Context: an optimization exercise on an open-source flow, tuned for small area. The choices shown serve that exercise and are no tape-out recipe.
Only simulation tests tie the RTL to the original design; equivalence was not proved.
Power figures rest on the tool's default switching activity, not on a simulated workload.

## garnet
Design linear_transfomation, start of the top module:
module linear_transfomation (
	input			clock,
	input			rst_n,
	input			cal_begin,
	output			cal_valid,
	input  [11:0]	indata,
	output [11:0]	outdata,
	input  [11:0]	C00, C01, C02, C03, C04, C05, C06, C07, C08,
	input  [11:0]	C09, C10, C11, C12, C13, C14, C15, C16
);
reg  [3:0]	cnt;		 
wire		ready = cnt[3] & cnt[0];
always @(posedge clock, negedge rst_n)
	if (~rst_n)			cnt <= 4'd0;
	else if (ready)		cnt <= cal_begin ? 4'd0 : 4'd9;
	else				cnt <= cnt + 4'd1;
assign cal_valid = ready & ~cal_begin;
reg [11:0]	x;
always @(posedge clock) x <= indata;
wire		full	= ~|x[7:0] & |x[11:8];
wire [3:0]	s		= x[11:8] - {3'd0, full};
wire [2:0]	j		= s[3:1];
wire [3:0]	e		= {1'b0, j} + {3'd0, s[0]};
wire [11:0]	o01		= j[0] ? C03 : C01;
wire [11:0]	o23		= j[0] ? C07 : C05;
wire [11:0]	o45		= j[0] ? C11 : C09;
wire [11:0]	o67		= j[0] ? C15 : C13;
wire [11:0]	o03		= j[1] ? o23 : o01;
wire [11:0]	o47		= j[1] ? o67 : o45;
wire [11:0]	codd	= j[2] ? o47 : o03;
wire [11:0]	e01		= e[0] ? C02 : C00;
wire [11:0]	e23		= e[0] ? C06 : C04;
wire [11:0]	e45		= e[0] ? C10 : C08;
wire [11:0]	e67		= e[0] ? C14 : C12;
wire [11:0]	e03		= e[1] ? e23 : e01;
wire [11:0]	e47		= e[1] ? e67 : e45;
wire [11:0]	ceven	= e[3] ? C16 : e[2] ? e47 : e03;
wire [11:0]	c_lo	= s[0] ? codd  : ceven;
wire [11:0]	t		= codd + ~ceven + {11'd0, ~s[0]};
wire [11:0]	dc		= t ^ {12{s[0]}};
reg [11:0]	c1;
reg [7:0]	d1, u1;
reg			full1;
always @(posedge clock) begin
	c1		<= c_lo;
	d1		<= dc[11:4];
	u1		<= x[7:0];
	full1	<= full;
end
  ...
==> flow/config.mk <==
export PLATFORM = sky130hd
export DESIGN_NAME = linear_transfomation
export DESIGN_NICKNAME = linear_transfomation
export VERILOG_FILES = /design/flow/design.v
export SDC_FILE = /design/flow/constraint.sdc
export NUM_CORES = 4
export LEC_CHECK = 0
export ABC_AREA = 0
export CAP_MARGIN = 20
export CORE_MARGIN = 2
export CORE_UTILIZATION = 40
export PLACE_DENSITY = 0.6
export SLEW_MARGIN = 20
==> flow/constraint.sdc <==
create_clock -name core_clock -period 5.5 [get_ports {clock}]
set_input_delay 1.1000 -clock core_clock [delete_from_list [all_inputs] [get_ports {clock}]]
set_output_delay 1.1000 -clock core_clock [all_outputs]
set_load 0.01 [all_outputs]
standard.sh (not shown) runs the stock make flow with config.mk's settings and CLKGATE_MAP_FILE= SYNTH_SCRIPT=/design/flow/synth_recipe.tcl, a recipe that flattens the netlist after the stock synthesis.
==> flow/flow/run.sh <==
#!/bin/bash
# Standard layout, with the port buffers made from the smallest buffer cell,
# a clock tree of small buffers without dummy loads, and power (area)
# recovery on paths with positive slack.
export BUFFER_PORTS_ARGS="-buffer_cell sky130_fd_sc_hd__buf_1"
export CTS_ARGS="-sink_clustering_enable -repair_clock_nets -dont_use_dummy_load -buf_list {sky130_fd_sc_hd__clkbuf_4 sky130_fd_sc_hd__clkbuf_8}"
export RECOVER_POWER=100
bash standard.sh > standard.log 2>&1
garnet went all the way through synthesis, placement and routing and the layout is clean on timing, DRC and antenna.
> inputs changed (garnet -> lagoon)
--- a/flow/design.v
+++ b/flow/design.v
@@ -8,52 +8,51 @@
 	output [11:0]	outdata,
 	input  [11:0]	C00, C01, C02, C03, C04, C05, C06, C07, C08,
 	input  [11:0]	C09, C10, C11, C12, C13, C14, C15, C16
 );
 reg  [3:0]	cnt;		 
 wire		ready = cnt[3] & cnt[0];
 always @(posedge clock, negedge rst_n)
 	if (~rst_n)			cnt <= 4'd0;
 	else if (ready)		cnt <= cal_begin ? 4'd0 : 4'd9;
 	else				cnt <= cnt + 4'd1;
 assign cal_valid = ready & ~cal_begin;
-reg [11:0]	x;
-always @(posedge clock) x <= indata;
-wire		full	= ~|x[7:0] & |x[11:8];
-wire [3:0]	s		= x[11:8] - {3'd0, full};
-wire [2:0]	j		= s[3:1];
-wire [3:0]	e		= {1'b0, j} + {3'd0, s[0]};
-wire [11:0]	o01		= j[0] ? C03 : C01;
-wire [11:0]	o23		= j[0] ? C07 : C05;
-wire [11:0]	o45		= j[0] ? C11 : C09;
-wire [11:0]	o67		= j[0] ? C15 : C13;
-wire [11:0]	o03		= j[1] ? o23 : o01;
-wire [11:0]	o47		= j[1] ? o67 : o45;
-wire [11:0]	codd	= j[2] ? o47 : o03;
-wire [11:0]	e01		= e[0] ? C02 : C00;
-wire [11:0]	e23		= e[0] ? C06 : C04;
-wire [11:0]	e45		= e[0] ? C10 : C08;
-wire [11:0]	e67		= e[0] ? C14 : C12;
-wire [11:0]	e03		= e[1] ? e23 : e01;
-wire [11:0]	e47		= e[1] ? e67 : e45;
-wire [11:0]	ceven	= e[3] ? C16 : e[2] ? e47 : e03;
-wire [11:0]	c_lo	= s[0] ? codd  : ceven;
-wire [11:0]	t		= codd + ~ceven + {11'd0, ~s[0]};
-wire [11:0]	dc		= t ^ {12{s[0]}};
+wire		full0	= ~|indata[7:0] & |indata[11:8];
+wire [3:0]	s0		= indata[11:8] - {3'd0, full0};
+wire [3:0]	e0		= {1'b0, s0[3:1]} + {3'd0, s0[0]};
+reg [7:0]	jo;			 
+reg [8:0]	eo;			 
+reg			odd, full;
+reg [7:0]	u;
+always @(posedge clock) begin
+	jo		<= 8'd1 << s0[3:1];
+	eo		<= 9'd1 << e0;
+	odd		<= s0[0];
+	full	<= full0;
+	u		<= indata[7:0];
+end
+wire [11:0]	codd	= ({12{jo[0]}} & C01 | {12{jo[1]}} & C03) | ({12{jo[2]}} & C05 | {12{jo[3]}} & C07)
+					| ({12{jo[4]}} & C09 | {12{jo[5]}} & C11) | ({12{jo[6]}} & C13 | {12{jo[7]}} & C15);
+wire [11:0]	ceven	= ({12{eo[0]}} & C00 | {12{eo[1]}} & C02 | {12{eo[2]}} & C04)
+					| ({12{eo[3]}} & C06 | {12{eo[4]}} & C08 | {12{eo[5]}} & C10)
+					| ({12{eo[6]}} & C12 | {12{eo[7]}} & C14 | {12{eo[8]}} & C16);
+wire [11:0]	c_lo	= odd ? codd  : ceven;
+wire [11:0]	t		= codd + ~ceven + {11'd0, ~odd};
+wire [11:0]	dc		= t ^ {12{odd}};
 reg [11:0]	c1;
 reg [7:0]	d1, u1;
 reg			full1;
 always @(posedge clock) begin
 	c1		<= c_lo;
 	d1		<= dc[11:4];
-	u1		<= x[7:0];
+	u1		<= u;
 	full1	<= full;
 end
 wire b1, b2, b3, b4, b5, b6, b7, b8, b9, b10, b11, b12, b13, b14, b15, b16, b17, b18, b19, b20, b21, b22, b23, b24, b25, b26, b27, b28, b29, b30, b31, b32, b33, b34, b35, b36, b37, b38, b39, b40, b41, b42, b43, b44, b45, b46, b47, b48, b49, b50, b51, b52, b53, b54, b55, b56, b57, b58, b59, b60, b61, b62, b63, b64, b65, b66, b67, b68, b69, b70, b71, b72, b73, b74, b75, b76, b77, b78, b79, s80, k81, s82, k83, s84, k85, s86, k87, s88, k89, s90, k91, s92, k93, s94, k95, s96, k97, s98, k99, s100, k101, s102, k103, s104, k105, s106, k107, s108, k109, s110, k111, s112, k113, s114, k115, s116, k117, s118, k119, s120, k121, s122, k123, s124, k125, s126, k127, s128, k129, s130, k131, s132, k133, s134, k135, s136, k137, s138, k139, s140, k141, s142, k143, s144, k145, s146, k147, s148, k149, s150, k151, s152, k153, s154, k155, s156, k157, s158, k159, s160, k161, s162, k163, s164, k165, s166, k167, s168, k169, s170, k171, s172, k173, s174, k175, s176, k177, s178, k179, s180, k181, s182, k183, s184, k185, s186, k187, s188, k189, s190, k191;
 assign b1 = (u1[0] & d1[0]);
 assign b2 = (u1[0] & d1[1]);
 assign b3 = (u1[1] & d1[0]);
 assign b4 = (u1[0] & d1[2]);
 assign b5 = (u1[1] & d1[1]);
 assign b6 = (u1[2] & d1[0]);
 assign b7 = c1[0];
 assign b8 = (u1[0] & d1[3]);
--- outcome ---
Combinational group share of total power: lagoon < garnet
In the metrics for garnet and lagoon, the one carrying the higher internal power consumption is lagoon.
lagoon: post-synthesis share of cell area spent on xor and xnor gates is 0.25 points lower than what garnet reported.
lagoon vs garnet: total wire length up by more than 10%
On lagoon: post-synthesis async set-or-reset flop share is 0.60 points lower than what garnet gave.
Between garnet and lagoon, the number of non-clock buffers is higher for garnet.
When lagoon is measured against garnet, its final instance area turns out 270 sq um lower.
Compared with garnet, in lagoon worst hold path stage count has remained practically unchanged; total buffers and inverters traversed by the critical path has increased.
The higher critical path depth came out of garnet.
First-pass GRT wire length delta (lagoon − garnet): unfavourable
Compared with garnet, lagoon shows global-route usage higher by 2.7 points.

==> static timing again, ports no longer ideal <==
The flow's constraints put no driver on any port. The routed layouts listed below were extracted and timed again, unchanged, in two steps. Step 1 sets driving cells, clkbuf_16 on the clock port and buf_2 on the other inputs (assumed; they add their load-dependent delay and slew). Step 2, shift: input delay + t, output delay - t, t = (earliest + latest rising clock arrival at the registers) / 2. This alone moves slack from input paths to output paths. Slacks: ideal ports / drivers / drivers and shift; pairs: ideal ports / drivers.
run | t, ns | setup slack, ns | worst hold slack (ns) | cell pins on the clock port's net
garnet | 0.384 | 0.534 / 0.534 / 0.534 | 0.311 / 0.311 / 0.311 | 1
lagoon | 0.409 | 0.350 / 0.350 / 0.350 | 0.320 / 0.320 / 0.320 | 1
After both steps every run listed still meets setup and hold.
